Context: an optimization exercise on an open-source flow, tuned for small area and few clock cycles. The choices shown serve that exercise and are no tape-out recipe. Where RTL was checked, it was by simulation tests only, not by an equivalence proof against the original. Function not checked in run 7: the RTL went through the layout flow alone. No activity file was given, so power comes from the tool's default toggle rates.

==> design/flow/design.v <==
module BUFFER(input [DATA_WIDTH-1:0] data_in,
					input clk,
					input ce,
					input rst,
					output [DATA_WIDTH-1:0] data_out
);
parameter DATA_DEPTH = 4;
parameter DATA_WIDTH = 32;
reg [DATA_DEPTH-1:0] shift_reg [DATA_WIDTH-1:0];
genvar i;
generate
	for (i=0; i < DATA_WIDTH; i=i+1) begin: buffer
		always @(posedge clk) begin
			if (rst==1'b1) begin
				shift_reg[i] <= 0;
			end else begin
				if (ce) begin
					if (DATA_DEPTH<2) begin
						shift_reg[i] <= data_in[i];
					end else begin
						shift_reg[i] <= {shift_reg[i][DATA_DEPTH-2:0], data_in[i]};
					end
				end
			end
		end
		assign data_out[i] = shift_reg[i][DATA_DEPTH-1:DATA_DEPTH-1];
	end
endgenerate
endmodule
`timescale 1ns / 1ps
module F(
    input empty,
    input [15:0] iu,
    input [15:0] iv,
    input [15:0] offset,
    input [PRECISION-1:0] indatar,
    input [PRECISION-1:0] indatai,
    output read,
    output valid,
    output [15:0] gind,
    output [15:0] cind,
    output [PRECISION-1:0] outdatar,
    output [PRECISION-1:0] outdatai,
    input clk,
    input rst
    );
	parameter PRECISION = 32;
	parameter GSIZE = 32;
	parameter SUPPORT = 7;
	parameter SSIZE = 2*SUPPORT+1;
	reg [3:0] k;	 
	wire last = (k == SSIZE - 1);
	always @(posedge clk)
		if (rst)
			k <= 0;
		else if (!empty)
			k <= last ? 4'd0 : k + 4'd1;
	function [16:0] radd(input [15:0] a, input [15:0] b, input ci);
		integer i;
		reg c;
		begin
			c = ci;
			for (i = 0; i < 16; i = i + 1) begin
				radd[i] = a[i] ^ b[i] ^ c;
				c = (a[i] & b[i]) | (c & (a[i] ^ b[i]));
			end
			radd[16] = c;
		end
	endfunction
	function [31:0] csa(input [15:0] a, input [15:0] b, input [15:0] c);
		csa = {(a & b) | (a & c) | (b & c), a ^ b ^ c};
	endfunction
	wire [3:0] n0 = offset[3:0], n1 = offset[7:4], n2 = offset[11:8], n3 = offset[15:12];
	wire [31:0] tc = csa(n1, n2, n3);
	wire [16:0] t = radd(tc[15:0], {tc[30:16], 1'b0}, 1'b0);	 
	wire [16:0] s = radd(t, n0, 1'b0);				 
	wire [1:0] sh = s[5:4];
	wire [3:0] sl = s[3:0];
	wire e = (sl == 15) || (sl >= 14 && sh != 0) || (sl >= 13 && sh[1]) || (sl >= 12 && sh == 3);
	wire [31:0] lc = csa(t[5:0], k, sh);
	wire [16:0] l = radd(lc[5:0], {lc[20:16], 1'b0}, e);		 
	wire [16:0] u = radd({n3, n3}, n2, 1'b0);			 
	wire [16:0] h = radd(u[8:0], l[5:4], 1'b0);
	assign cind = {3'd0, h[8:0], l[3:0]};
	assign valid = !empty;
	assign read = !empty && last;
	wire [16:0] gl = radd(iu[4:0], 5'd25, 1'b0);
	wire [31:0] gc = csa(iv[10:0], iu[15:5], k);
	wire [16:0] gh = radd(gc[10:0], {gc[25:16], 1'b0}, gl[5]);
	assign gind = {gh[10:0] - 11'd1, gl[4:0]};
	assign outdatar = indatar;
	assign outdatai = indatai;
endmodule
==> design/flow/flow/run.sh <==
#!/bin/bash
# Standard layout with two changes to synthesis: adders stay plain gates
# (no full/half-adder cells) and ABC maps with flow/abc.script.
# Each tool's output goes to a log file in the work folder.
set -e
W=$(pwd)
cat flow/abc_proc.tcl synth_recipe.tcl > own_synth.tcl
export MY_ABC_SCRIPT=$W/flow/abc.script MY_ABC_D=4000
bash standard.sh ADDER_MAP_FILE= SYNTH_SCRIPT=$W/own_synth.tcl BUFFER_PORTS_ARGS="-buffer_cell sky130_fd_sc_hd__buf_1" finish > standard.log 2>&1
==> design/flow/flow/abc.script <==
strash; dc2; dch; amap; topo; stime -c
==> design/flow/flow/abc_proc.tcl <==
# Own ABC script for technology mapping: synth.tcl calls abc with its
# -script and -D; this replaces the script with flow/abc.script and the
# delay target with ABC_D_PS (in ps).
proc abc {args} {
  set out {}
  for {set i 0} {$i < [llength $args]} {incr i} {
    set a [lindex $args $i]
    if {$a eq "-script"} { incr i; lappend out -script $::env(MY_ABC_SCRIPT); continue }
    if {$a eq "-D"} { incr i; continue }
    lappend out $a
  }
  yosys abc -D $::env(MY_ABC_D) {*}$out
}
==> design/flow/standard.sh <==
#!/bin/bash
# synth_recipe.tcl (not shown) runs the flow's synth.tcl, then flattens the netlist and writes it again
# the make line also repeats each setting of config.mk as NAME=value (left out here)
make -C /OpenROAD-flow-scripts/flow DESIGN_CONFIG=/design/flow/config.mk WORK_HOME=/design/flow/orfs CLKGATE_MAP_FILE= SYNTH_SCRIPT=/design/flow/synth_recipe.tcl "${@:-finish}"
==> design/flow/config.mk <==
export PLATFORM = sky130hd
export DESIGN_NAME = F
export DESIGN_NICKNAME = F
export VERILOG_FILES = /design/flow/design.v
export SDC_FILE = /design/flow/constraint.sdc
export NUM_CORES = 4
export LEC_CHECK = 0
export CAP_MARGIN = 20
export CORE_MARGIN = 2
export CORE_UTILIZATION = 40
export SLEW_MARGIN = 20
==> design/flow/constraint.sdc <==
create_clock -name core_clock -period 8.0 [get_ports {clk}]
set_input_delay 1.6000 -clock core_clock [delete_from_list [all_inputs] [get_ports {clk}]]
set_output_delay 1.6000 -clock core_clock [all_outputs]
set_load 0.01 [all_outputs]
==> results.cfg, run 1 <==
[grt]
grt_pass1_vias = 2296
grt_pass1_wl_um = 9660
antenna_found_initial = 0
grt_overflow = 0
grtUsageTotal_pct = 22.3
grt_max_degree = 7

[sta]
max_freq_mhz = 120
hold_viol = 0
setup_ws_ns = -0.300
slew_headroom_pct = 62.4
finalSetupViolations = 5
maxSlewViolCount = 0
fin_crit_ns = 8.30
fin_crit_sh_pct = 104
tightest_slew_ns = 0.558
fin_skew_ns = 0.00165
rsz0062_at_grt = true

[worst_hold_path]
hold_class = reg -> reg
worstHoldStart = k[0]

[synth]
synthDistinctLibCells = 22
synthCells = 367
syn_area_mm2 = 0.00195
yosys_warnings = 1
yosysSeqAreaShare_pct = 4.11
ys_top_cells_by_area = buf_4, o21ai_0, nand2_1
avgSynthCellArea_um2 = 5.32
ys_ff_latch = 4
ys.flop_type = dfxtp_1
synthArstFlopShare_pct = 0
synth_top_area_cell = buf_4
synth_top_area_share_pct = 25.8
synth_edf_count = 0

[setup_path]
crit_path_max_fanout = 4
worstSetupStartpointType = input pin
crit_start = offset[13]
end_kind = output pin
r2r_start = k[1]
cp.required_ns = 6.40
path_delay_family = simple AND/OR/NAND/NOR gates
crit_type = in -> out
path_buf_inv = 15
crit_slowest_cell = o22ai_2
slowest_delay_ns = 0.24
cp_common_cell = buf_4
arrival_ns = 6.70

[run_status]
so_faults = negative setup slack
status = failed layout checks

[drt]
routed_wl_um = 7760
firstDrtPassIters = 5
drt_iter0_markers = 116
detail_route.wl_per_cell_um = 14.5
viasPerCell = 5.28
drc = 0
vias = 2814
ant_nets = 0

[floorplan]
die_w_um = 73.8
die_y_um = 73.8
core_region_area_mm2 = 0.00472
die_area_mm2 = 0.00545
io-pin-count = 213
start_util_pct = 41.3
fp-row-count = 25

[final_layout]
drive_above_1_share_pct = 36.9
top_register = k
antennaDiodeCount = 0
largest_reg_flops = 4
nets = 583
area_delta_synth_final_pct = 51.8
top_regs = k (4)
n_fill_cell = 393

[clock_network]
ctsLongestPathBuffers = 2
cts_hold_buf = 0
clock_latency_ns = 0.22
htreeDepth = 1
cts_tree = yes
clk_pin_slew_ns = 0.03
numCtsBuffers = 3
root_buffer = clkbuf_8
cts.sinks = 4

[placed_design]
io_buffers = 76
gp_congestion = 0.783
place_ws_ns = -0.695
dpl.hpwl_um = 4530

[power_and_ir_drop]
total_power_mw = 0.488
p_leak_nw = 1.24
peakVddDrop_mv = 0.115
power_density_mw_per_mm2 = 165

[flow_run]
maxCapViolCount = 0
-- cell families (layout without fill, tap and decap cells) --
kind of cell / Yosys count / after routing / share of synthesized area, %
AND/OR/NAND/NOR: 135 / 135 / 28.1
flip-flops: 4 / 4 / 4.11
other: 1 / 3 / 0.192
buffers and inverters: 102 / 199 / 32.5
XOR/XNOR: 1 / 1 / 0.449
AO/OA/AOI/OAI: 124 / 124 / 34.6
-- layout by cell type (no fill, tap or decap), drive strengths merged, types with 2 or more instances in the layout --
master / instances
buf: 160
o21ai: 65
nand2: 59
nor2: 58
clkinv: 33
a21oi: 32
o22ai: 11
o21a: 6
and2: 5
a22oi: 5
dfxtp: 4
nor2b: 4
clkbuf: 4
or2: 4
nor3: 3
conb: 3
nor4: 2
inv: 2
-- worst min-delay path, delay by kind of cell, from the launching register on --
| kind | cells | cell delay (ns) |
|---|---|---|
| compound gates | 1 | 0.08 |
| buf+inv | 1 | 0.11 |
| flops | 1 | 0.33 |
-- through the flow --
step	TNS, ns	cells	util, %	hold slack, ns	area [um2]
final	-1.10	533	62.7	0.578	2960
after global placement	-2.75	491	45.9	0.545	2170
after global routing	-2.76	533	62.7	0.623	2960
after CTS	0	530	56.4	0.550	2670
after detailed placement	-3.46	491	45.9	0.549	2170
after floorplan	-0.0405	369	-	0.511	1960
-- timing repair --
item	in CTS	in global routing
gates cloned	0	0
setup buffers	37	5
endpoints found under the setup margin	7	8
pin swaps	30	28
gates resized for setup	75	74
-- layout make-up --
cell class / instances / area [um2] / share of cell area (%)
multi-input cells: 263 / 1640 / 55.3
repair buffers: 161 / 976 / 33.0
inverters: 35 / 141 / 4.78
well taps: 67 / 83.8 / 2.83
flip-flops and latches: 4 / 80.1 / 2.70
clock buffers: 3 / 41.3 / 1.39
-- power by group --
group	switching (mW)	internal [mW]	leakage (nW)
Sequential	0.00127	0.0209	0.0327
Combinational	0.218	0.204	1.18
Clock	0.0105	0.0321	0.0216
-- routing by layer --
metal,wire length [um],track usage [%],vias to the layer above
met2,4100,44.0,169
li1,-,-,1377
met4,284,9.09,0
met3,666,5.35,34
met5,0,0,-
met1,2700,21.7,1234
-- cells in the mapped netlist (all sizes together) (2+ instances only) --
cell type and instances:
buf 67, a21oi 32, o22ai 11, nor3 3, nor2b 4, nor4 2, or2 4, a22oi 5
o21a 6, and2 5, nor2 58, o21ai 65, nand2 59, dfxtp 4, clkinv 35
-- worst paths after layout --
kind              endpoint  slack [ns]  cells after the start
setup / recovery  cind[11]       -0.30                     42
hold / removal        k[0]        0.58                      2
setup reg to reg      k[2]        6.54                      4
hold reg to reg       k[0]        0.58                      2
Testbench counts, summed over its fixed seeds: cycles 21,630.
==> inputs of run 2 (changes only) <==
==> design/flow/flow/abc.script (replaced) <==
strash; dch; amap; topo; stime -c; buffer -c; upsize -c; dnsize -c
==> results.cfg, run 2 <==
[synth]
ys_top_cells_by_area = buf_4, o21ai_0, nand2_1
synth_edf_count = 0
ys_top_cells_by_count = buf_4, nand2_1, o21ai_0, nor2_1, a21oi_1
syn_area_mm2 = 0.00208
synthDistinctLibCells = 35
yosys_warnings = 1
ys_ff_latch = 4
synthArstFlopShare_pct = 0
ys.flop_type = dfxtp_1
synth_top_area_share_pct = 24.1
avgSynthCellArea_um2 = 5.74
synth_top_area_cell = buf_4
yosysSeqAreaShare_pct = 3.84
yosysMostFrequentCell = buf_4
synthCells = 363

[drt]
detail_route.wl_per_cell_um = 11.8
firstDrtPassIters = 5
vias = 2292
ant_nets = 0
drt_iter0_markers = 32
drc = 0
viasPerCell = 4.92
routed_wl_um = 5500

[floorplan]
io-pin-count = 213
die_area_mm2 = 0.00580
die_y_um = 76.2
core_region_area_mm2 = 0.00507
fp-row-count = 26
die_w_um = 76.2
start_util_pct = 41.1

[flow_run]
maxCapViolCount = 0

[grt]
grt_pass1_vias = 1917
grt_max_degree = 9
grtUsageTotal_pct = 17.3
antenna_found_initial = 0
grt_overflow = 0
grt_pass1_wl_um = 8380

[power_and_ir_drop]
power_density_mw_per_mm2 = 147
peakVddDrop_mv = 0.128
p_leak_nw = 0.986

[sta]
finalSetupViolations = 0
fin_crit_ns = 7.74
maxSlewViolCount = 0
fin_skew_ns = 0.00167
hold_viol = 0
max_freq_mhz = 129
setup_ws_ns = 0.259
fin_crit_sh_pct = 96.8
tightest_slew_ns = 0.517
timing.hold.ws_ns = 0.551
slew_headroom_pct = 65.2

[clock_network]
cts.sinks = 4
root_buffer = clkbuf_8
clk_pin_slew_ns = 0.03
cts_tree = yes
cts_hold_buf = 0
htreeDepth = 1
ctsLongestPathBuffers = 2
numCtsBuffers = 3
clock_latency_ns = 0.22

[run_status]
status = complete, no violations

[worst_hold_path]
worstHoldStart = k[1]
min_path_cells = 2
hold_class = reg -> reg
holdPathEnd = k[1]

[final_layout]
most-common-layout-cells = buf_1, nand2_1, o21ai_0
fin_area_mm2 = 0.00229
largest_reg_flops = 4
top_regs = k (4)
area_delta_synth_final_pct = 9.66
top_register = k
drive_above_1_share_pct = 20.5
final_util_pct = 45.0
layout_commonest_cell = buf_1
antennaDiodeCount = 0
instances_no_fill = 466
nets = 513
n_fill_cell = 559

[placed_design]
gp_congestion = 0.795
place_inst = 443
dpl.hpwl_um = 4590
place_ws_ns = 0.126
io_buffers = 76
placedInstanceArea_mm2 = 0.00196

[setup_path]
regToRegSetupSlack_ns = 6.62
arrival_ns = 6.14
cp.required_ns = 6.40
r2r_cells = 4
worstSetupStartpointType = input pin
slowest_delay_ns = 0.31
end_kind = output pin
cp_common_cell = nand2_2
crit_slowest_cell = a2111oi_4
crit_path_max_fanout = 4
r2r_start = k[0]
r2r-end = k[2]
crit_type = in -> out
-- run 2: changes by cell type in the layout (fill, tap and decap cells not counted), sizes merged, moves of 3 or more --
cell,previous run,this run
nand2,59,64
and2,5,2
clkinv,33,0
clkbuf,4,7
inv,2,36
buf,160,92
nor2b,4,1
a21oi,32,38
or2,4,1
o22ai,11,6
nor2,58,47
o21a,6,9
-- run 2: cell families (layout without fill, tap and decap cells) --
| family | Yosys count | in the layout | synth area share, % |
|---|---|---|---|
| AOI/OAI and AO/OA | 131 | 131 | 38.7 |
| buffers and inverters | 104 | 135 | 30.8 |
| DFF | 4 | 4 | 3.84 |
| other | 1 | 3 | 0.180 |
| and+or+nand+nor | 123 | 123 | 26.5 |
-- run 2: worst max-delay path by stage --
stage | startpoint | endpoint | depth (start not counted)
after floorplan | offset[14] | cind[11] | 39
after global placement | offset[13] | cind[12] | 37
after detailed placement | offset[13] | cind[11] | 40
after CTS | offset[13] | cind[11] | 40
after global routing | offset[9] | cind[12] | 37
final | offset[14] | cind[12] | 40
-- run 2: layout make-up --
class / instances / area (um2) / share of cell area [%]
Sequential cell: 4 / 80.1 / 3.50
Clock buffer: 3 / 41.3 / 1.81
Multi-Input combinational cell: 257 / 1480 / 64.8
Tap cell: 70 / 87.6 / 3.83
Inverter: 36 / 135 / 5.91
Timing Repair Buffer: 96 / 460 / 20.1
-- run 2: critical path: cells and delay by family --
kind,cells,cell delay (ns)
compound gates,14,2.01
simple gates,19,1.87
buf+inv,7,0.67
-- run 2: timing repair --
item,4_1_cts,5_1_grt
setup buffers,0,20
gates resized for setup,0,39
endpoints found under the setup margin,0,6
-- run 2: metal layers --
metal / vias up / wire, um / global-route usage [%]
li1: 1242 / - / -
met1: 924 / 1890 / 15.9
met2: 111 / 2630 / 30.5
met3: 15 / 860 / 12.1
met4: 0 / 110 / 5.45
met5: - / 0 / 0
-- run 2: where the power goes --
part           internal, mW  total, mW  switching (mW)
combinational         0.111      0.270           0.160
clock                0.0321     0.0432          0.0110
sequential           0.0209     0.0219        0.000941
total                 0.164      0.335           0.172
-- run 2: stage by stage --
step           TNS, ns  power, mW
2_1_floorplan        0      0.231
3_3_place_gp         0      0.252
3_5_place_dp         0      0.256
4_1_cts              0      0.301
5_1_grt         -0.222      0.371
6_report             0      0.335
==> inputs of run 3 (changes only) <==
--- a/design/flow/config.mk
+++ b/design/flow/config.mk
@@ -8,4 +8,5 @@
 export CAP_MARGIN = 20
 export CORE_MARGIN = 2
-export CORE_UTILIZATION = 40
+export CORE_UTILIZATION = 70
+export CTS_BUF_LIST = sky130_fd_sc_hd__clkbuf_1
 export SLEW_MARGIN = 20
==> results.cfg, run 3 <==
[run_status]
status = aborted with a tool error
haltStage = I/O pin placement
error_line = [ERROR PPL-0024] Number of IO pins (213) exceeds maximum number of available positions (202). Increase the die perimeter from 234.28um to 289.68um.

[floorplan]
die_y_um = 58.6
fp-row-count = 19
start_util_pct = 74.9
die_w_um = 58.6

[synth]
yosysMostFrequentCell = buf_4
synth_top_area_cell = buf_4
synthDistinctLibCells = 35
ys_top_cells_by_area = buf_4, o21ai_0, nand2_1
avgSynthCellArea_um2 = 5.74
yosys_warnings = 1
synthCells = 363
synth_top_area_share_pct = 24.1
synthArstFlopShare_pct = 0
ys_ff_latch = 4
synth_edf_count = 0
yosysSeqAreaShare_pct = 3.84
syn_area_mm2 = 0.00208
ys.flop_type = dfxtp_1
ys_top_cells_by_count = buf_4, nand2_1, o21ai_0, nor2_1, a21oi_1
run 3: cell families after synthesis:
family                 Yosys count  synth area share (%)
buffers and inverters          104                  30.8
AO/OA/AOI/OAI                  131                  38.7
AND/OR/NAND/NOR                123                  26.5
other                            1                 0.180
flip-flops                       4                  3.84
==> inputs of run 4 (changes only) <==
--- a/design/flow/flow/run.sh
+++ b/design/flow/flow/run.sh
@@ -5,5 +5,5 @@
 set -e
 W=$(pwd)
-cat flow/abc_proc.tcl synth_recipe.tcl > own_synth.tcl
-export MY_ABC_SCRIPT=$W/flow/abc.script MY_ABC_D=4000
+{ head -n 1 synth_recipe.tcl; cat flow/abc_proc.tcl; tail -n +2 synth_recipe.tcl; } > own_synth.tcl
+export MY_ABC_SCRIPT=$W/flow/abc.script MY_ABC_D=4300
 bash standard.sh ADDER_MAP_FILE= SYNTH_SCRIPT=$W/own_synth.tcl BUFFER_PORTS_ARGS="-buffer_cell sky130_fd_sc_hd__buf_1" finish > standard.log 2>&1
==> design/flow/flow/abc.script (replaced) <==
strash; dch; amap; topo; stime -c; upsize -c -D {D}; dnsize -c -D {D}
==> design/flow/flow/abc_proc.tcl (replaced) <==
# Own ABC script for technology mapping: synth.tcl calls abc with its
# -script and -D; this replaces the script with $MY_ABC_SCRIPT, in which
# {D} stands for the delay target $MY_ABC_D (ps).
proc abc {args} {
  set f [open $::env(MY_ABC_SCRIPT) r]
  set s [string map [list "{D}" $::env(MY_ABC_D)] [read $f]]
  close $f
  set script $::env(OBJECTS_DIR)/own_abc.script
  set f [open $script w]
  puts $f $s
  close $f
  set out {}
  for {set i 0} {$i < [llength $args]} {incr i} {
    set a [lindex $args $i]
    if {$a eq "-script"} { incr i; lappend out -script $script; continue }
    if {$a eq "-D"} { incr i; continue }
    lappend out $a
  }
  yosys abc {*}$out
}
--- a/design/flow/config.mk
+++ b/design/flow/config.mk
@@ -8,5 +8,5 @@
 export CAP_MARGIN = 20
 export CORE_MARGIN = 2
-export CORE_UTILIZATION = 70
-export CTS_BUF_LIST = sky130_fd_sc_hd__clkbuf_1
+export CORE_UTILIZATION = 55
+export CTS_BUF_LIST = sky130_fd_sc_hd__clkbuf_2
 export SLEW_MARGIN = 20
==> results.cfg, run 4 <==
[run_status]
status = complete, no violations

[placed_design]
placedInstanceArea_mm2 = 0.00189
io_buffers = 76
dpl.hpwl_um = 5660
gp_congestion = 0.866
place_ws_ns = -0.00713

[clock_network]
root_buffer = clkbuf_2
htreeDepth = 1
clk_pin_slew_ns = 0.05
numCtsBuffers = 3
cts.sinks = 4
ctsLongestPathBuffers = 2
clock_latency_ns = 0.21
cts_tree = yes

[final_layout]
layout_commonest_cell = buf_1
area_delta_synth_final_pct = 11.2
top_register = k
nets = 513
antennaDiodeCount = 0
fin_area_mm2 = 0.00225
drive_above_1_share_pct = 21.7
largest_reg_flops = 4
n_fill_cell = 361
most-common-layout-cells = buf_1, nand2_1, o21ai_0
top_regs = k (4)

[drt]
drc = 0
viasPerCell = 5.30
firstDrtPassIters = 5
ant_nets = 0
detail_route.wl_per_cell_um = 15.3
drt_iter0_markers = 111
routed_wl_um = 6810
vias = 2354

[sta]
finalSetupViolations = 0
max_freq_mhz = 127
slew_headroom_pct = 64.8
fin_crit_sh_pct = 98.4
tightest_slew_ns = 0.528
maxSlewViolCount = 0
fin_crit_ns = 7.87
hold_viol = 0
fin_skew_ns = 0.00294
setup_ws_ns = 0.126

[setup_path]
cp.required_ns = 6.40
crit_start = offset[13]
end_kind = output pin
path_buf_inv = 6
crit_type = in -> out
worstSetupStartpointType = input pin
crit_path_max_fanout = 6
slowest_delay_ns = 0.33
r2r_cells = 4
arrival_ns = 6.27
r2r_start = k[0]
crit_slowest_cell = a2111oi_4
path_delay_family = compound AO/OA/AOI/OAI gates
crit_cells = 38

[worst_hold_path]
worstHoldStart = k[1]
hold_class = reg -> reg
min_path_cells = 2

[synth]
ys_top_cells_by_area = buf_4, o21ai_0, nand2_1
synth_edf_count = 0
synthCells = 362
yosysMostFrequentCell = buf_4
synth_top_area_cell = buf_4
avgSynthCellArea_um2 = 5.58
yosys_warnings = 1
ys_top_cells_by_count = buf_4, nand2_1, o21ai_0, nor2_1, a21oi_1
synth_top_area_share_pct = 24.9
synthArstFlopShare_pct = 0
synthDistinctLibCells = 33
syn_area_mm2 = 0.00202
ys.flop_type = dfxtp_1
yosysSeqAreaShare_pct = 3.96
ys_ff_latch = 4

[floorplan]
io-pin-count = 213
core_region_area_mm2 = 0.00361
die_y_um = 64.6
fp-row-count = 22
start_util_pct = 56.0
die_w_um = 64.6
die_area_mm2 = 0.00418

[grt]
grt_pass1_wl_um = 9230
grt_overflow = 0
grt_pass1_vias = 1820
grt_max_degree = 9
antenna_found_initial = 0
grtUsageTotal_pct = 29.4

[power_and_ir_drop]
swShare_pct = 54.8
seq_power_share_pct = 6.8
peakVddDrop_mv = 0.0993
p_comb_share_pct = 87.2
p_switching_mw = 0.176
power_density_mw_per_mm2 = 143
p_leak_nw = 0.867
clkPwrFrac_pct = 6.0
p_int_mw = 0.145

[flow_run]
maxCapViolCount = 0
==> run 4: worst reg2reg max path: cells and delay by family (launching register included) <==
kind | cells | cell delay (ns)
AND/OR/NAND/NOR | 1 | 0.33
AO/OA/AOI/OAI | 1 | 0.40
flip-flops | 1 | 0.39
buffers and inverters | 2 | 0.37
==> run 4: timing repair <==
item / in CTS / in global routing
setup buffers: 0 / 17
gates resized for setup: 2 / 71
pin swaps: 0 / 27
endpoints found under the setup margin: 2 / 7
hold buffers: 0 / 0
==> run 4: power groups by stage <==
stage                     Combinational [mW]  Clock (mW)  Sequential [mW]
after floorplan                        0.197           0           0.0220
after global placement                 0.222           0           0.0222
after detailed placement               0.224           0           0.0221
after CTS                              0.226      0.0194           0.0218
after global routing                   0.312      0.0208           0.0219
final                                  0.281      0.0193           0.0218
==> run 4: through the flow <==
stage	hold slack, ns	TNS (ns)	utilization, %	power (mW)	instances
6_report	0.563	0	62.3	0.322	444
5_1_grt	0.589	-0.589	62.3	0.354	444
4_1_cts	0.562	0	53.1	0.267	427
3_5_place_dp	0.540	-0.0100	52.5	0.246	424
3_3_place_gp	0.536	0	52.5	0.244	424
2_1_floorplan	0.513	0	-	0.219	364
==> run 4: layout make-up <==
type,instances,area (um2),area share [%]
timing repair buffer,96,474,21.1
clock buffer,3,15.0,0.668
sequential,4,80.1,3.56
tap,48,60.1,2.67
inverter,36,135,6.01
multi-input combinational,257,1480,66.0
==> run 4: logic make-up (layout without fill, tap and decap cells) <==
family,after synthesis,count (layout),share of synthesized area [%]
other,1,3,0.186
flip-flops,4,4,3.96
AND/OR/NAND/NOR,123,123,25.5
buffers and inverters,103,135,31.6
AO/OA/AOI/OAI,131,131,38.8
==> run 4: metal layers <==
metal / vias to the layer above / track usage (%) / share of wire (%)
li1: 1250 / - / -
met1: 954 / 26.3 / 30
met2: 124 / 48.6 / 48
met3: 26 / 22.0 / 17
met4: 0 / 15.2 / 4.6
met5: - / 0 / 0
==> run 4: worst paths after layout <==
path	end	slack, ns
worst min-delay path	k[1]	0.56
worst max-delay path	cind[12]	0.13
worst min register to register	k[1]	0.56
worst max register to register	k[2]	6.39
==> inputs of run 5 (changes only) <==
--- a/design/flow/flow/run.sh
+++ b/design/flow/flow/run.sh
@@ -6,4 +6,4 @@
 W=$(pwd)
 { head -n 1 synth_recipe.tcl; cat flow/abc_proc.tcl; tail -n +2 synth_recipe.tcl; } > own_synth.tcl
-export MY_ABC_SCRIPT=$W/flow/abc.script MY_ABC_D=4300
+export MY_ABC_SCRIPT=$W/flow/abc.script MY_ABC_D=4500
 bash standard.sh ADDER_MAP_FILE= SYNTH_SCRIPT=$W/own_synth.tcl BUFFER_PORTS_ARGS="-buffer_cell sky130_fd_sc_hd__buf_1" finish > standard.log 2>&1
--- a/design/flow/config.mk
+++ b/design/flow/config.mk
@@ -10,3 +10,4 @@
 export CORE_UTILIZATION = 55
 export CTS_BUF_LIST = sky130_fd_sc_hd__clkbuf_2
+export PLACE_DENSITY = 0.9
 export SLEW_MARGIN = 20
==> results.cfg, run 5 <==
[sta]
timing.hold.ws_ns = 0.581
fin_skew_ns = 0.000344
fin_crit_sh_pct = 101
finalSetupViolations = 4
slew_headroom_pct = 62.1
max_freq_mhz = 123
setup_ws_ns = -0.113
maxSlewViolCount = 0
rsz0062_at_grt = true
tightest_slew_ns = 0.569
fin_setup_tns_ns = -0.365
hold_viol = 0
fin_crit_ns = 8.11

[clock_network]
ctsLongestPathBuffers = 2
root_buffer = clkbuf_2
clock_latency_ns = 0.21
cts_hold_buf = 0
htreeDepth = 1
numCtsBuffers = 3
cts_tree = yes
clk_pin_slew_ns = 0.05
cts.sinks = 4

[power_and_ir_drop]
power_density_mw_per_mm2 = 151
p_switching_mw = 0.190
seq_power_share_pct = 6.5
p_int_mw = 0.149
peakVddDrop_mv = 0.136
p_leak_nw = 0.870
p_comb_share_pct = 87.8
clkPwrFrac_pct = 5.7
total_power_mw = 0.339
swShare_pct = 56.1

[final_layout]
most-common-layout-cells = buf_1, nand2_1, o21ai_0
top_regs = k (4)
drive_above_1_share_pct = 21.0
layout_commonest_cell = buf_1
largest_reg_flops = 4
antennaDiodeCount = 0
area_delta_synth_final_pct = 12.4
final_util_pct = 65.6
top_register = k
n_fill_cell = 278
nets = 517

[drt]
drt_iter0_markers = 206
viasPerCell = 5.86
drc = 0
detail_route.wl_per_cell_um = 15.8
dr_wl_met3_um = 1340
routed_wl_um = 7050
top_layer = met4
vias = 2612
firstDrtPassIters = 5
ant_nets = 0
wl_met2_um = 3110
m1WireLength_um = 2350

[setup_path]
path_delay_family = compound AO/OA/AOI/OAI gates
end_kind = output pin
crit_slowest_cell = a222oi_1
r2r_cells = 4
path_buf_inv = 5
regToRegSetupSlack_ns = 6.33
crit_type = in -> out
worstSetupStartpointType = input pin
crit_path_max_fanout = 5
slowest_delay_ns = 0.55
arrival_ns = 6.51
cp.required_ns = 6.40
cp_common_cell = o21ai_2
r2r_start = k[1]
r2r-end = k[2]

[synth]
ys_top_cells_by_count = buf_4, nand2_1, o21ai_0, nor2_1, a21oi_1
synth_compound_area_share_pct = 38.4
synth_mux_area_share_pct = 0
syn_area_mm2 = 0.00199
yosys.area_share.xor_xnor_pct = 0
synth_fa_ha_area_share_pct = 0
yosys_warnings = 1
ys_ff_latch = 4
synth_top_area_cell = buf_4
synth_top_area_share_pct = 25.2
synthDistinctLibCells = 32
yosys.area_share.simple_pct = 25.4
synthCells = 362
avgSynthCellArea_um2 = 5.51
ys.flop_type = dfxtp_1
yosysMostFrequentCell = buf_4
yosysSeqAreaShare_pct = 4.02
ys_top_cells_by_area = buf_4, o21ai_0, nand2_1
synth_top_family_by_area = compound AO/OA/AOI/OAI gates
synthArstFlopShare_pct = 0
synth_edf_count = 0

[grt]
grt_pass1_vias = 1979
grt_pass1_wl_um = 8510
grt_max_degree = 9
antenna_found_initial = 0
grtUsageTotal_pct = 25.2
grt_overflow = 0

[floorplan]
core_region_area_mm2 = 0.00342
die_y_um = 64.2
start_util_pct = 58.4
die_area_mm2 = 0.00412
fp-row-count = 21
io-pin-count = 213
die_w_um = 64.2

[placed_design]
gp_congestion = 0.918
io_buffers = 76
dpl.hpwl_um = 4580
place_ws_ns = -0.232

[run_status]
status = failed layout checks
so_faults = negative setup slack

[worst_hold_path]
holdPathEnd = k[1]
hold_class = reg -> reg
min_path_cells = 2
worstHoldStart = k[1]

[flow_run]
maxCapViolCount = 0
[run 5: changes by cell type after synthesis, sizes merged]
cell | previous run | this run
clkinv | 27 | 30
inv | 9 | 6
[run 5: timing repair]
item,4_1_cts,5_1_grt
pin swaps,8,26
endpoints found under the setup margin,4,7
setup buffers,10,10
resized for setup,16,54
[run 5: cells by family (layout without fill, tap and decap cells)]
family | count (synthesis) | count (layout)
AND/OR/NAND/NOR | 123 | 123
buffers and inverters | 103 | 139
AO/OA/AOI/OAI | 131 | 131
other | 1 | 3
flip-flops | 4 | 4
[run 5: worst max path at each step]
stage,start,end,slack (ns),cells past startpoint
floorplan,offset[14],cind[11],0.51,37
global placement,offset[14],cind[12],0.06,39
detailed placement,offset[14],cind[11],-0.23,41
CTS,offset[14],cind[11],0.01,41
global route,offset[9],cind[12],-0.36,36
finish,offset[9],cind[10],-0.11,36
[run 5: power by group through the flow]
stage               Combinational [mW]  Clock [mW]  Sequential, mW
floorplan                        0.190           0          0.0220
global placement                 0.210           0          0.0222
detailed placement               0.217           0          0.0222
CTS                              0.241      0.0191          0.0218
global route                     0.319      0.0208          0.0221
finish                           0.298      0.0195          0.0220
[run 5: routing by layer]
layer  GRT usage, %  vias to the layer above
met5              0                        -
met4           3.72                        0
met3           18.7                       45
met2           42.7                      262
met1           25.3                     1063
li1               -                     1242
[run 5: tightest hold or removal path, cell delays in order (launching register included)]
cell and delay, ns:
dfxtp_1 0.35, a21oi_1 0.14, nor4_1 0.05
[run 5: cell type report]
| type | count | area, um2 | area share (%) |
|---|---|---|---|
| clock buffer | 3 | 15.0 | 0.670 |
| inverter | 36 | 136 | 6.09 |
| multi-input combinational | 257 | 1450 | 64.9 |
| sequential | 4 | 80.1 | 3.58 |
| tap | 46 | 57.6 | 2.57 |
| timing repair buffer | 100 | 497 | 22.2 |
[run 5: per-stage QoR]
step	cell area, um2	instances
after floorplan	2000	364
after global placement	1870	423
after detailed placement	1870	423
after CTS	2010	436
after global routing	2240	446
final	2240	446
==> inputs of run 6 (changes only) <==
--- a/design/flow/config.mk
+++ b/design/flow/config.mk
@@ -10,4 +10,3 @@
 export CORE_UTILIZATION = 55
 export CTS_BUF_LIST = sky130_fd_sc_hd__clkbuf_2
-export PLACE_DENSITY = 0.9
 export SLEW_MARGIN = 20
==> results.cfg, run 6 <==
[run_status]
status = complete, no violations

[grt]
grt_overflow = 0
grt_max_degree = 9
grt_pass1_vias = 1855
grtUsageTotal_pct = 23.1
antenna_found_initial = 0
grt_pass1_wl_um = 7760

[clock_network]
clock_latency_ns = 0.21
ctsLongestPathBuffers = 2
clk_pin_slew_ns = 0.04
htreeDepth = 1
root_buffer = clkbuf_2
cts_tree = yes
cts.sinks = 4
numCtsBuffers = 3

[floorplan]
start_util_pct = 58.4
fp-row-count = 21
core_region_area_mm2 = 0.00342
die_w_um = 64.2
die_area_mm2 = 0.00412
die_y_um = 64.2
io-pin-count = 213

[final_layout]
area_delta_synth_final_pct = 10.2
instances_no_fill = 446
antennaDiodeCount = 0
layout_commonest_cell = buf_1
drive_above_1_share_pct = 20.5
seqCellArea_um2 = 80.1
top_register = k
largest_reg_flops = 4
top_regs = k (4)
multi_input_area_mm2 = 0.00142
n_fill_cell = 363
most-common-layout-cells = buf_1, nand2_1, o21ai_0
nets = 517

[synth]
yosys_warnings = 1
synthCells = 362
synthArstFlopShare_pct = 0
yosysSeqAreaShare_pct = 4.02
syn_area_mm2 = 0.00199
synthDistinctLibCells = 32
synth_top_area_share_pct = 25.2
yosysMostFrequentCell = buf_4
synth_top_area_cell = buf_4
avgSynthCellArea_um2 = 5.51
ys_ff_latch = 4
ys.flop_type = dfxtp_1
ys_top_cells_by_count = buf_4, nand2_1, o21ai_0, nor2_1, a21oi_1
ys_top_cells_by_area = buf_4, o21ai_0, nand2_1
synth_edf_count = 0

[setup_path]
crit_path_max_fanout = 4
cp.required_ns = 6.40
cp_common_cell = o21ai_2
crit_slowest_cell = a222oi_1
slowest_delay_ns = 0.33
worstSetupStartpointType = input pin
path_delay_family = compound AO/OA/AOI/OAI gates
r2r_start = k[0]
end_kind = output pin
crit_start = offset[5]
crit_type = in -> out
path_buf_inv = 7
arrival_ns = 6.13

[power_and_ir_drop]
peakVddDrop_mv = 0.0842
p_int_mw = 0.148
p_switching_mw = 0.168
power_density_mw_per_mm2 = 144
clkPwrFrac_pct = 5.8
seq_power_share_pct = 6.9
p_comb_share_pct = 87.3
swShare_pct = 53.1
p_leak_nw = 0.849

[sta]
hold_viol = 0
tightest_slew_ns = 0.505
max_freq_mhz = 129
fin_crit_ns = 7.73
maxSlewViolCount = 0
fin_crit_sh_pct = 96.6
fin_skew_ns = 0.000537
finalSetupViolations = 0
fin_setup_tns_ns = 0
slew_headroom_pct = 66.3

[drt]
viasPerCell = 5.26
ant_nets = 0
firstDrtPassIters = 6
routed_wl_um = 5210
vias = 2346
drc = 0
drt_iter0_markers = 73
detail_route.wl_per_cell_um = 11.7

[placed_design]
place_inst = 436
dpl.hpwl_um = 4340
gp_congestion = 0.844
io_buffers = 76

[worst_hold_path]
worstHoldStart = k[1]
hold_class = reg -> reg

[flow_run]
maxCapViolCount = 0
-- run 6: cell counts after synthesis --
No cell type changed its count.
-- run 6: cell type report --
type | count | share of cell area [%]
clock buffers | 3 | 0.684
inverters | 36 | 6.27
multi-input cells | 257 | 64.7
flip-flops and latches | 4 | 3.65
well taps | 46 | 2.62
repair buffers | 100 | 22.1
-- run 6: per-layer routing --
| metal | GRT usage [%] | wire length [um] |
|---|---|---|
| met1 | 25.8 | 2090 |
| met2 | 37.0 | 2250 |
| met3 | 14.8 | 781 |
| met4 | 2.66 | 24 |
| met5 | 11.1 | 61 |
-- run 6: cell families after synthesis --
kind of cell	Yosys count	share of synthesized area, %
buffers and inverters	103	32.0
AO/OA/AOI/OAI	131	38.4
AND/OR/NAND/NOR	123	25.4
other	1	0.188
flip-flops	4	4.02
-- run 6: worst register-to-register path, cell delays in order, from the launching register on --
cell	delay (ns)
dfxtp_1	0.40
clkinv_1	0.23
nor3_1	0.30
clkinv_1	0.13
a2111oi_0	0.42
-- run 6: worst paths after layout --
kind,endpoint,slack [ns],cells after the start
worst max-delay path,cind[10],0.27,37
worst min register to register,k[1],0.58,2
worst max register to register,k[2],6.39,4
worst min-delay path,k[1],0.58,2
-- run 6: what timing repair did --
action                                  CTS  global route
hold buffers                              0             0
endpoints found under the setup margin    0             8
buffers inserted                          0             7
endpoints found under the hold margin     0             0
gates resized for setup                   0            63
-- run 6: power by group through the flow --
stage | registers (mW) | clock network, mW | logic, mW
3_5_place_dp | 0.0222 | 0 | 0.241
2_1_floorplan | 0.0220 | 0 | 0.190
3_3_place_gp | 0.0221 | 0 | 0.238
5_1_grt | 0.0219 | 0.0200 | 0.309
6_report | 0.0219 | 0.0183 | 0.276
4_1_cts | 0.0218 | 0.0189 | 0.242
-- run 6: stage by stage --
step / instance area (um2) / worst slack (ns) / total power, mW / util (%) / hold WS [ns]
2_1_floorplan: 2000 / 0.513 / 0.212 / - / 0.513
3_3_place_gp: 1970 / 0.0949 / 0.260 / 57.6 / 0.540
3_5_place_dp: 1970 / 0.0469 / 0.263 / 57.6 / 0.562
4_1_cts: 1980 / 0.0126 / 0.283 / 58.1 / 0.581
5_1_grt: 2200 / -0.109 / 0.351 / 64.3 / 0.641
6_report: 2200 / 0.274 / 0.316 / 64.3 / 0.578
==> inputs of run 7 (changes only) <==
--- a/design/flow/design.v
+++ b/design/flow/design.v
@@ -71,22 +71,36 @@
 		csa = {(a & b) | (a & c) | (b & c), a ^ b ^ c};
 	endfunction
+	function [15:0] inc(input [15:0] a, input ci);
+		integer i;
+		reg p;
+		begin
+			p = 1'b1;
+			for (i = 0; i < 16; i = i + 1) begin
+				inc[i] = a[i] ^ (ci & p);
+				p = p & a[i];
+			end
+		end
+	endfunction
 	wire [3:0] n0 = offset[3:0], n1 = offset[7:4], n2 = offset[11:8], n3 = offset[15:12];
 	wire [31:0] tc = csa(n1, n2, n3);
-	wire [16:0] t = radd(tc[15:0], {tc[30:16], 1'b0}, 1'b0);	 
-	wire [16:0] s = radd(t, n0, 1'b0);				 
+	wire [31:0] sc = csa(tc[3:0], {tc[19:16], 1'b0}, n0);
+	wire [16:0] s = radd(sc[4:0], {sc[20:16], 1'b0}, 1'b0);	 
 	wire [1:0] sh = s[5:4];
 	wire [3:0] sl = s[3:0];
 	wire e = (sl == 15) || (sl >= 14 && sh != 0) || (sl >= 13 && sh[1]) || (sl >= 12 && sh == 3);
-	wire [31:0] lc = csa(t[5:0], k, sh);
-	wire [16:0] l = radd(lc[5:0], {lc[20:16], 1'b0}, e);		 
-	wire [16:0] u = radd({n3, n3}, n2, 1'b0);			 
-	wire [16:0] h = radd(u[8:0], l[5:4], 1'b0);
+	wire [31:0] mc = csa(tc[3:0], {tc[19:16], 1'b0}, k);
+	wire [16:0] m = radd(mc[4:0], {mc[20:16], 1'b0}, 1'b0);	 
+	wire [16:0] l2 = radd(m[1:0], sh, e);
+	wire [15:0] l = {inc(m[5:2], l2[2]), l2[1:0]};		 
+	wire [16:0] u = radd({n3, n3}, n2, 1'b0);		 
+	wire [16:0] h2 = radd(u[1:0], l[5:4], 1'b0);
+	wire [15:0] h = {inc(u[8:2], h2[2]), h2[1:0]};
 	assign cind = {3'd0, h[8:0], l[3:0]};
 	assign valid = !empty;
 	assign read = !empty && last;
-	wire [16:0] gl = radd(iu[4:0], 5'd25, 1'b0);
-	wire [31:0] gc = csa(iv[10:0], iu[15:5], k);
-	wire [16:0] gh = radd(gc[10:0], {gc[25:16], 1'b0}, gl[5]);
-	assign gind = {gh[10:0] - 11'd1, gl[4:0]};
+	wire [15:0] iu7 = iu - SUPPORT;
+	wire [31:0] gc = csa(iv[10:0], iu7[15:5], k);
+	wire [16:0] gh = radd(gc[10:0], {gc[25:16], 1'b0}, 1'b0);
+	assign gind = {gh[10:0], iu7[4:0]};
 	assign outdatar = indatar;
 	assign outdatai = indatai;
--- a/design/flow/flow/run.sh
+++ b/design/flow/flow/run.sh
@@ -6,4 +6,4 @@
 W=$(pwd)
 { head -n 1 synth_recipe.tcl; cat flow/abc_proc.tcl; tail -n +2 synth_recipe.tcl; } > own_synth.tcl
-export MY_ABC_SCRIPT=$W/flow/abc.script MY_ABC_D=4500
+export MY_ABC_SCRIPT=$W/flow/abc.script MY_ABC_D=4000
 bash standard.sh ADDER_MAP_FILE= SYNTH_SCRIPT=$W/own_synth.tcl BUFFER_PORTS_ARGS="-buffer_cell sky130_fd_sc_hd__buf_1" finish > standard.log 2>&1
==> design/flow/flow/abc.script (replaced) <==
strash; dch -f; amap -A 2; topo; stime -c
==> results.cfg, run 7 <==
[run_status]
status = complete, no violations

[clock_network]
root_buffer = clkbuf_2
ctsLongestPathBuffers = 2
htreeDepth = 1
cts_tree = yes
clk_pin_slew_ns = 0.05
cts.sinks = 4
clock_latency_ns = 0.21
numCtsBuffers = 3

[drt]
viasPerCell = 5.21
vias = 2620
drt_iter0_markers = 63
detail_route.wl_per_cell_um = 13.5
ant_nets = 0
drc = 0
routed_wl_um = 6780
firstDrtPassIters = 4

[final_layout]
multi_input_area_mm2 = 0.00164
layout_commonest_cell = nor2_1
top_regs = k (4)
nets = 572
area_delta_synth_final_pct = 30.1
instances_no_fill = 503
most-common-layout-cells = nor2_1, buf_1, buf_4
largest_reg_flops = 4
drive_above_1_share_pct = 29.9
antennaDiodeCount = 0
seqCellArea_um2 = 80.1
top_register = k
n_fill_cell = 322

[placed_design]
dpl.hpwl_um = 5260
gp_congestion = 0.880
place_ws_ns = -0.442
place_inst = 485
io_buffers = 76

[grt]
grt_pass1_vias = 1984
antenna_found_initial = 0
grt_max_degree = 9
grt_pass1_wl_um = 8810
grtUsageTotal_pct = 27.0
grt_overflow = 0

[synth]
synth_edf_count = 0
ys_top_cells_by_area = buf_4, nor2_1, o21ai_0
yosysMostFrequentCell = nor2_1
synth_top_area_share_pct = 24.7
synth_top_area_cell = buf_4
yosysSeqAreaShare_pct = 3.93
synthDistinctLibCells = 23
ys.flop_type = dfxtp_1
yosys_warnings = 1
synthCells = 384
syn_area_mm2 = 0.00204
ys_top_cells_by_count = nor2_1, buf_4, o21ai_0, nand2_1, a21oi_1
synthArstFlopShare_pct = 0
avgSynthCellArea_um2 = 5.30
ys_ff_latch = 4

[sta]
hold_viol = 0
tightest_slew_ns = 0.641
maxSlewViolCount = 0
finalSetupViolations = 0
rsz0062_at_grt = true
setup_ws_ns = 0.169
timing.hold.ws_ns = 0.602
slew_headroom_pct = 56.9
fin_crit_sh_pct = 97.9
fin_skew_ns = 0.00442
max_freq_mhz = 128
fin_crit_ns = 7.83

[power_and_ir_drop]
p_int_mw = 0.173
power_density_mw_per_mm2 = 132
seq_power_share_pct = 6.4
peakVddDrop_mv = 0.108
clkPwrFrac_pct = 5.6
swShare_pct = 50.5
p_switching_mw = 0.176
p_leak_nw = 1.10
p_comb_share_pct = 88.0

[setup_path]
slowest_delay_ns = 0.28
r2r-end = k[2]
r2r_start = k[1]
cp.required_ns = 6.40
endpoint = cind[9]
crit_slowest_cell = or2_4
regToRegSetupSlack_ns = 6.46
crit_type = in -> out
r2r_cells = 4
end_kind = output pin
arrival_ns = 6.23
worstSetupStartpointType = input pin
crit_path_max_fanout = 3
crit_start = offset[9]

[floorplan]
die_w_um = 64.8
core_region_area_mm2 = 0.00361
die_y_um = 64.8
start_util_pct = 56.5
die_area_mm2 = 0.00420
fp-row-count = 22
io-pin-count = 213

[worst_hold_path]
hold_class = reg -> reg

[flow_run]
maxCapViolCount = 0
==> run 7: cell types whose count changed in the layout (fill, tap and decap cells not counted), moves of 4 or more <==
cell / previous run / this run
a21oi_1: 33 / 29
a21oi_2: 5 / 10
and2_0: 0 / 8
and2_4: 2 / 6
buf_2: 2 / 6
buf_4: 26 / 56
nand2_1: 56 / 42
nor2_1: 39 / 68
nor2_2: 4 / 8
o21a_1: 9 / 5
o21ai_0: 47 / 38
o21ai_1: 7 / 3
or2_0: 0 / 5
==> run 7: how the worst min path moves through the flow <==
stage | slack, ns | to | startpoint | depth (start not counted)
CTS | 0.58 | k[3] | k[3] | 2
floorplan | 0.52 | k[3] | k[3] | 2
finish | 0.60 | k[2] | k[2] | 2
global placement | 0.58 | k[3] | k[3] | 2
global route | 0.64 | k[0] | k[0] | 2
detailed placement | 0.57 | k[3] | k[3] | 2
==> run 7: repair_timing <==
action,4_1_cts,5_1_grt
setup buffers,5,10
hold buffers,0,0
hold endpoints to repair,0,0
setup endpoints to repair,8,10
gates resized for setup,27,91
pin swaps,5,23
==> run 7: layer usage <==
metal | routed length [um] | vias to the layer above | GRT usage, %
met5 | 0 | - | 0
met4 | 272 | 0 | 12.5
met3 | 957 | 30 | 17.4
met2 | 3310 | 108 | 46.1
met1 | 2250 | 1125 | 24.9
li1 | - | 1357 | -
==> run 7: critical path: cells and delay by family <==
family	cells	cell delay, ns
simple gates	18	2.54
compound gates	10	1.03
buf+inv	8	1.02
==> run 7: cell families after synthesis <==
group	Yosys count	share of synthesized area [%]
other cells	1	0.184
compound gates	112	30.0
xor+xnor	2	0.861
buf+inv	99	30.6
simple gates	166	34.4
flops	4	3.93
==> run 7: area by class of cell <==
cell class,instances,area share [%]
well taps,48,2.27
inverters,32,4.54
multi-input cells,283,62.1
repair buffers,133,27.6
clock buffers,3,0.567
flip-flops and latches,4,3.02
==> run 7: through the flow <==
step | setup TNS (ns) | area, um2 | util, % | power, mW
after floorplan | 0 | 2040 | - | 0.193
after global placement | -2.07 | 2200 | 61.0 | 0.250
after detailed placement | -2.61 | 2200 | 61.0 | 0.254
after CTS | 0 | 2300 | 63.9 | 0.291
after global routing | -0.782 | 2650 | 73.4 | 0.380
final | 0 | 2650 | 73.4 | 0.349
==> run 7: power groups by stage <==
stage	sequential (mW)	clock (mW)	combinational, mW
6_report	0.0224	0.0195	0.307
5_1_grt	0.0225	0.0210	0.336
4_1_cts	0.0223	0.0198	0.249
3_5_place_dp	0.0228	0	0.231
3_3_place_gp	0.0227	0	0.227
2_1_floorplan	0.0223	0	0.170
==> inputs of run 8 (changes only) <==
==> design/flow/design.v (replaced) <==
module BUFFER(input [DATA_WIDTH-1:0] data_in,
					input clk,
					input ce,
					input rst,
					output [DATA_WIDTH-1:0] data_out
);
parameter DATA_DEPTH = 4;
parameter DATA_WIDTH = 32;
reg [DATA_DEPTH-1:0] shift_reg [DATA_WIDTH-1:0];
genvar i;
generate
	for (i=0; i < DATA_WIDTH; i=i+1) begin: buffer
		always @(posedge clk) begin
			if (rst==1'b1) begin
				shift_reg[i] <= 0;
			end else begin
				if (ce) begin
					if (DATA_DEPTH<2) begin
						shift_reg[i] <= data_in[i];
					end else begin
						shift_reg[i] <= {shift_reg[i][DATA_DEPTH-2:0], data_in[i]};
					end
				end
			end
		end
		assign data_out[i] = shift_reg[i][DATA_DEPTH-1:DATA_DEPTH-1];
	end
endgenerate
endmodule
`timescale 1ns / 1ps
module F(
    input empty,
    input [15:0] iu,
    input [15:0] iv,
    input [15:0] offset,
    input [PRECISION-1:0] indatar,
    input [PRECISION-1:0] indatai,
    output read,
    output valid,
    output [15:0] gind,
    output [15:0] cind,
    output [PRECISION-1:0] outdatar,
    output [PRECISION-1:0] outdatai,
    input clk,
    input rst
    );
	parameter PRECISION = 32;
	parameter GSIZE = 32;
	parameter SUPPORT = 7;
	parameter SSIZE = 2*SUPPORT+1;
	reg [3:0] k;	 
	wire last = (k == SSIZE - 1);
	always @(posedge clk)
		if (rst)
			k <= 0;
		else if (!empty)
			k <= last ? 4'd0 : k + 4'd1;
	function [31:0] csa(input [15:0] a, input [15:0] b, input [15:0] c);
		csa = {(a & b) | (a & c) | (b & c), a ^ b ^ c};
	endfunction
	function [16:0] padd(input [15:0] a, input [15:0] b, input ci);
		reg [15:0] g, p, gg, pp;
		integer i, j, l;
		begin
			g = a & b;
			p = a ^ b;
			gg = g;
			pp = p;
			gg[0] = g[0] | (p[0] & ci);
			for (l = 0; l < 4; l = l + 1)
				for (i = 0; i < 16; i = i + 1)
					if ((i >> l) & 1) begin
						j = ((i >> (l + 1)) << (l + 1)) + (1 << l) - 1;
						gg[i] = gg[i] | (pp[i] & gg[j]);
						pp[i] = pp[i] & pp[j];
					end
			padd = {gg[15], p ^ {gg[14:0], ci}};
		end
	endfunction
	wire [3:0] n0 = offset[3:0], n1 = offset[7:4], n2 = offset[11:8], n3 = offset[15:12];
	wire [31:0] t = csa(n1, n2, n3);			 
	wire [31:0] sc = csa(t[3:0], {t[19:16], 1'b0}, n0);
	wire [16:0] s = padd(sc[4:0], {sc[20:16], 1'b0}, 1'b0);	 
	reg [2:0] c;
	always @(*)
		case (s[5:0])
			0, 1, 2, 3, 4, 5, 6, 7, 8, 9, 10, 11, 12, 13, 14: c = 3'd0;
			15, 16, 17, 18, 19, 20, 21, 22, 23, 24, 25, 26, 27, 28, 29: c = 3'd1;
			30, 31, 32, 33, 34, 35, 36, 37, 38, 39, 40, 41, 42, 43, 44: c = 3'd2;
			45, 46, 47, 48, 49, 50, 51, 52, 53, 54, 55, 56, 57, 58, 59: c = 3'd3;
			default: c = 3'd4;
		endcase
	wire [31:0] dc = csa(t[3:0], {t[19:16], 1'b0}, k);
	wire [16:0] d = padd(dc[4:0], {dc[20:16], 1'b0}, 1'b0);	 
	wire [16:0] u = padd({n3, n3}, n2, 1'b0);		 
	wire [16:0] bh = padd(u[8:0], d[5:4], 1'b0);
	wire [16:0] q = padd({bh[8:0], d[3:0]}, c, 1'b0);
	assign cind = {3'd0, q[12:0]};
	assign valid = !empty;
	assign read = !empty && last;
	wire [16:0] iu7 = padd(iu, 16'hfff9, 1'b0);
	wire [31:0] gc = csa(iv[10:0], iu7[15:5], k);
	wire [16:0] gh = padd(gc[10:0], {gc[25:16], 1'b0}, 1'b0);
	assign gind = {gh[10:0], iu7[4:0]};
	assign outdatar = indatar;
	assign outdatai = indatai;
endmodule
--- a/design/flow/flow/run.sh
+++ b/design/flow/flow/run.sh
@@ -6,4 +6,4 @@
 W=$(pwd)
 { head -n 1 synth_recipe.tcl; cat flow/abc_proc.tcl; tail -n +2 synth_recipe.tcl; } > own_synth.tcl
-export MY_ABC_SCRIPT=$W/flow/abc.script MY_ABC_D=4000
+export MY_ABC_SCRIPT=$W/flow/abc.script MY_ABC_D=4500
 bash standard.sh ADDER_MAP_FILE= SYNTH_SCRIPT=$W/own_synth.tcl BUFFER_PORTS_ARGS="-buffer_cell sky130_fd_sc_hd__buf_1" finish > standard.log 2>&1
==> design/flow/flow/abc.script (replaced) <==
strash; dc2; dc2; dch -f; amap; topo; stime -c
==> results.cfg, run 8 <==
[setup_path]
crit_type = in -> out
crit_path_max_fanout = 5
worstSetupStartpointType = input pin
cp.required_ns = 6.40
cp_common_cell = nand2_1
crit_slowest_cell = or2_0
slowest_delay_ns = 0.24
end_kind = output pin
arrival_ns = 5.87

[final_layout]
largest_reg_flops = 4
n_fill_cell = 414
nets = 531
fin_area_mm2 = 0.00212
instances_no_fill = 462
antennaDiodeCount = 0
layout_commonest_cell = buf_1
final_util_pct = 57.9
most-common-layout-cells = buf_1, nand2_1, nor2_1
drive_above_1_share_pct = 9.18
top_register = k
multi_input_area_mm2 = 0.00153
area_delta_synth_final_pct = 1.50
seqCellArea_um2 = 80.1
top_regs = k (4)

[sta]
fin_crit_sh_pct = 93.4
slew_headroom_pct = 52.4
max_freq_mhz = 134
finalSetupViolations = 0
tightest_slew_ns = 0.707
hold_viol = 0
fin_skew_ns = 0.00552
maxSlewViolCount = 0
fin_setup_tns_ns = 0
fin_crit_ns = 7.47

[drt]
drt_iter0_markers = 85
drc = 0
firstDrtPassIters = 4
ant_nets = 0
vias = 2323
routed_wl_um = 5380
viasPerCell = 5.03
detail_route.wl_per_cell_um = 11.6

[synth]
synthCells = 391
ys.flop_type = dfxtp_1
synth_top_area_share_pct = 24.1
ys_ff_latch = 4
ys_top_cells_by_area = buf_4, o21ai_0, nand2_1
yosys_warnings = 1
yosysSeqAreaShare_pct = 3.83
synthDistinctLibCells = 25
syn_area_mm2 = 0.00209
synth_top_area_cell = buf_4
synthArstFlopShare_pct = 0
yosysMostFrequentCell = nand2_1
synth_edf_count = 0
avgSynthCellArea_um2 = 5.34
ys_top_cells_by_count = nand2_1, nor2_1, buf_4, o21ai_0, a21oi_1

[grt]
grt_overflow = 0
antenna_found_initial = 0
met2_usage_pct = 45.1
grtUsageMet1_pct = 26.8
grt_pass1_vias = 1951
grtUsageTotal_pct = 24.8
use_met3_pct = 9.76
grt_pass1_wl_um = 8420
grt_max_degree = 8
busiest_layer = met2

[clock_network]
numCtsBuffers = 3
ctsLongestPathBuffers = 2
htreeDepth = 1
clk_pin_slew_ns = 0.04
clock_latency_ns = 0.22
cts_tree = yes
root_buffer = clkbuf_2
cts.sinks = 4

[floorplan]
start_util_pct = 57.1
core_region_area_mm2 = 0.00366
die_w_um = 65.6
fp-row-count = 22
io-pin-count = 213
die_area_mm2 = 0.00431
die_y_um = 65.6

[power_and_ir_drop]
p_leak_nw = 0.813
power_density_mw_per_mm2 = 127
total_power_mw = 0.269
peakVddDrop_mv = 0.0959

[placed_design]
dpl.hpwl_um = 4690
io_buffers = 76
gp_congestion = 0.831
placedInstanceArea_mm2 = 0.00199
place_inst = 457

[run_status]
status = complete, no violations

[worst_hold_path]
hold_class = reg -> reg

[flow_run]
maxCapViolCount = 0
run 8: cell types whose count changed in the layout (fill, tap and decap cells not counted), sizes merged, moves of 7 or more:
cell / change
and2: -9
buf: -45
clkinv: -7
nand2: +23
nor2: -10
o21a: +15
o21ai: +8
run 8: final cells by class:
cell class | instances | share of cell area, %
Clock buffer | 3 | 0.708
Tap cell | 48 | 2.83
Sequential cell | 4 | 3.78
Timing Repair Buffer | 85 | 16.7
Inverter | 22 | 3.89
Multi-Input combinational cell | 300 | 72.1
run 8: cell families after synthesis:
family | share of synthesized area, %
xor+xnor | 0.838
simple gates | 31.7
flops | 3.83
other cells | 0.179
compound gates | 35.4
buf+inv | 28.0
run 8: per-stage QoR:
step	setup slack, ns	hold slack, ns
floorplan	0.694	0.500
global placement	0.262	0.523
detailed placement	0.152	0.528
global route	-0.0214	0.565
CTS	0.107	0.532
finish	0.529	0.534
run 8: power by group:
part	total [mW]	internal (mW)	switching, mW	leakage [nW]
clock network	0.0195	0.0101	0.00935	0.0125
registers	0.0222	0.0208	0.00141	0.0327
logic	0.227	0.0906	0.137	0.767
total	0.269	0.122	0.147	0.813
run 8: worst paths after layout:
| check | cells past startpoint | from | slack (ns) | to |
|---|---|---|---|---|
| setup / recovery | 34 | offset[14] | 0.53 | cind[12] |
| setup reg to reg | 4 | k[1] | 6.64 | k[0] |
| hold reg to reg | 2 | k[3] | 0.53 | k[3] |
| hold / removal | 2 | k[3] | 0.53 | k[3] |
run 8: layer usage:
layer / wire length (um) / vias to the layer above
met1: 2200 / 914
met4: 67 / 0
met5: 0 / -
met2: 2590 / 94
met3: 522 / 12
li1: - / 1303
run 8: timing repair:
action                     in CTS  in global routing
hold buffers                    0                  0
setup endpoints to repair       0                  7
gates resized for setup         0                 37
buffers inserted                0                  2
run 8: critical path: cells and delay by family:
family                 cells  cell delay (ns)
buffers and inverters      3             0.41
AND/OR/NAND/NOR           20             2.60
AO/OA/AOI/OAI             11             1.26
Testbench counts of run 8, summed over its fixed seeds: cycles 21,630.
==> inputs of run 9 (changes only) <==
==> design/flow/flow/abc.script (replaced) <==
strash; dch; amap; topo; stime -c
==> results.cfg, run 9 <==
[run_status]
status = complete, no violations

[power_and_ir_drop]
p_leak_nw = 0.786
p_switching_mw = 0.149
p_int_mw = 0.109
clkPwrFrac_pct = 7.1
seq_power_share_pct = 8.3
p_comb_share_pct = 84.6
swShare_pct = 57.8
peakVddDrop_mv = 0.116
total_power_mw = 0.258
power_density_mw_per_mm2 = 125

[sta]
maxSlewViolCount = 0
hold_viol = 0
fin_crit_ns = 7.44
fin_skew_ns = 0.00488
fin_setup_tns_ns = 0
slew_headroom_pct = 58.1
max_freq_mhz = 134
fin_crit_sh_pct = 93.1
tightest_slew_ns = 0.628
finalSetupViolations = 0

[drt]
viasPerCell = 5.28
drc = 0
routed_wl_um = 7420
vias = 2494
drt_iter0_markers = 100
firstDrtPassIters = 4
detail_route.wl_per_cell_um = 15.7
ant_nets = 0

[synth]
ys_ff_latch = 4
synthDistinctLibCells = 28
synth_top_area_share_pct = 23.1
ys_top_cells_by_count = nand2_1, nor2_1, buf_4, o21ai_0, a21oi_1
synthCells = 410
yosysMostFrequentCell = nand2_1
ys.flop_type = dfxtp_1
synth_edf_count = 0
avgSynthCellArea_um2 = 5.30
ys_top_cells_by_area = buf_4, nand2_1, nor2_1
yosys_warnings = 1
syn_area_mm2 = 0.00217
synthArstFlopShare_pct = 0
yosysSeqAreaShare_pct = 3.68
synth_top_area_cell = buf_4

[setup_path]
worstSetupStartpointType = input pin
regToRegSetupSlack_ns = 6.51
end_kind = output pin
crit_type = in -> out
arrival_ns = 5.84
r2r-end = k[2]
r2r_start = k[0]
crit_start = offset[13]
r2r_cells = 6
crit_path_max_fanout = 5
cp.required_ns = 6.40

[final_layout]
area_delta_synth_final_pct = -5.06
layout_commonest_cell = nand2_1
instances_no_fill = 472
nets = 541
top_register = k
antennaDiodeCount = 0
final_util_pct = 55.1
fin_area_mm2 = 0.00206
top_regs = k (4)
largest_reg_flops = 4
drive_above_1_share_pct = 2.12
most-common-layout-cells = nand2_1, buf_1, nor2_1

[clock_network]
clk_pin_slew_ns = 0.04
numCtsBuffers = 3
cts.sinks = 4
cts_hold_buf = 0
ctsLongestPathBuffers = 2
htreeDepth = 1
clock_latency_ns = 0.21
cts_tree = yes
root_buffer = clkbuf_2

[floorplan]
fp-row-count = 22
die_w_um = 66.9
die_y_um = 66.9
io-pin-count = 213
die_area_mm2 = 0.00447
start_util_pct = 58.1
core_region_area_mm2 = 0.00374

[placed_design]
gp_congestion = 0.853
dpl.hpwl_um = 6660
io_buffers = 76
placedInstanceArea_mm2 = 0.00202
place_inst = 469

[worst_hold_path]
min_path_cells = 2
holdPathEnd = k[3]
hold_class = reg -> reg
worstHoldStart = k[3]

[grt]
antenna_found_initial = 0
grtUsageTotal_pct = 33.3
grt_overflow = 0
grt_max_degree = 10
grt_pass1_wl_um = 10700
grt_pass1_vias = 2120

[flow_run]
maxCapViolCount = 0
## run 9: cells by family (layout without fill, tap and decap cells)
group,after synthesis,in the layout,share of synthesized area (%)
other,1,3,0.172
xor gates and xnor gates,1,1,0.403
DFF,4,4,3.68
buffers and inverters,97,109,28.3
and+or+nand+nor,179,179,33.9
AOI/OAI and AO/OA,128,128,33.5
## run 9: how the worst max path moves through the flow
stage,end,depth (start not counted)
finish,cind[9],27
global placement,cind[9],26
detailed placement,cind[9],26
floorplan,cind[12],22
CTS,cind[9],26
global route,cind[9],30
## run 9: repair_timing
| action | 4_1_cts | 5_1_grt |
|---|---|---|
| buffers inserted | 0 | 0 |
| setup endpoints to repair | 0 | 7 |
| gates resized for setup | 0 | 11 |
## run 9: power by group through the flow
stage	Combinational (mW)	Clock, mW	Sequential [mW]
after global routing	0.252	0.0212	0.0216
after CTS	0.211	0.0194	0.0215
final	0.218	0.0183	0.0215
after floorplan	0.188	0	0.0217
after detailed placement	0.210	0	0.0218
after global placement	0.207	0	0.0218
## run 9: cell type report
type / instances / area, um2
Clock buffer: 3 / 15.0
Timing Repair Buffer: 76 / 287
Sequential cell: 4 / 80.1
Multi-Input combinational cell: 311 / 1510
Fill cell: 448 / 1680
Inverter: 30 / 113
Tap cell: 48 / 60.1
## run 9: critical path: stages
cell and delay (ns):
buf_1 0.16, nand2_1 0.10, o21ai_1 0.19, clkinv_1 0.16, o22ai_2 0.22, nand2_1 0.11, o21ai_0 0.16, o22ai_1 0.15
nor2_1 0.15, clkinv_1 0.10, nor2_1 0.18, nor2_1 0.08, nor2_1 0.09, a21oi_1 0.05, or3b_1 0.38, o21ai_1 0.23
nand2_1 0.10, a21oi_1 0.23, a21o_1 0.17, nand2_1 0.07, o21ai_0 0.10, nand2_1 0.14, or3_1 0.40, nor2_1 0.19
nand2_1 0.07, o21ai_0 0.08, buf_1 0.17
## run 9: layer usage
| layer | vias to the layer above | track usage, % | share of wire, % |
|---|---|---|---|
| li1 | 1360 | - | - |
| met5 | - | 9.72 | 0.73 |
| met1 | 973 | 24.9 | 28 |
| met4 | 2 | 31.6 | 10 |
| met3 | 38 | 29.2 | 20 |
| met2 | 121 | 49.6 | 42 |
## run 9: metrics by stage
stage                     hold slack (ns)  setup WS (ns)
after floorplan                     0.517           1.05
after global placement              0.577          0.537
after detailed placement            0.569          0.373
after CTS                           0.578          0.353
after global routing                0.619        -0.0319
final                               0.584          0.555

## what the ideal ports hide
The results above use ideal ports. As a check the final layouts listed here were re-extracted and re-timed, cells and wires unchanged. Step 1 assumes that a clkbuf_16 drives the clock port and a buf_2 every other input. Step 2, shift: input delay + t, output delay - t, t = (earliest + latest rising clock arrival at the registers) / 2. This alone moves slack from input paths to output paths. Three values: no drivers, after step 1, after step 2; two values: the first two.
run	shift t [ns]	slack for setup (ns)	clock arrival spread, ns	worst data-port slew with drivers (ns)
run 1	0.238	-0.300 / -0.332 / -0.332	0.002 / 0.001	0.09
run 2	0.239	0.259 / 0.238 / 0.238	0.001 / 0.001	0.11
run 4	0.226	0.126 / 0.100 / 0.100	0.003 / 0.003	0.14
run 5	0.234	-0.113 / -0.164 / -0.164	0.000 / 0.001	0.13
run 6	0.225	0.274 / 0.251 / 0.251	0.000 / 0.000	0.12
run 7	0.229	0.169 / 0.146 / 0.146	0.004 / 0.005	0.14
run 8	0.233	0.529 / 0.505 / 0.505	0.005 / 0.005	0.11
run 9	0.225	0.555 / 0.531 / 0.531	0.005 / 0.005	0.16
For run 5, which loses most, drivers alone change the setup slack by -0.051 ns; drivers and shift together by -0.051 ns.
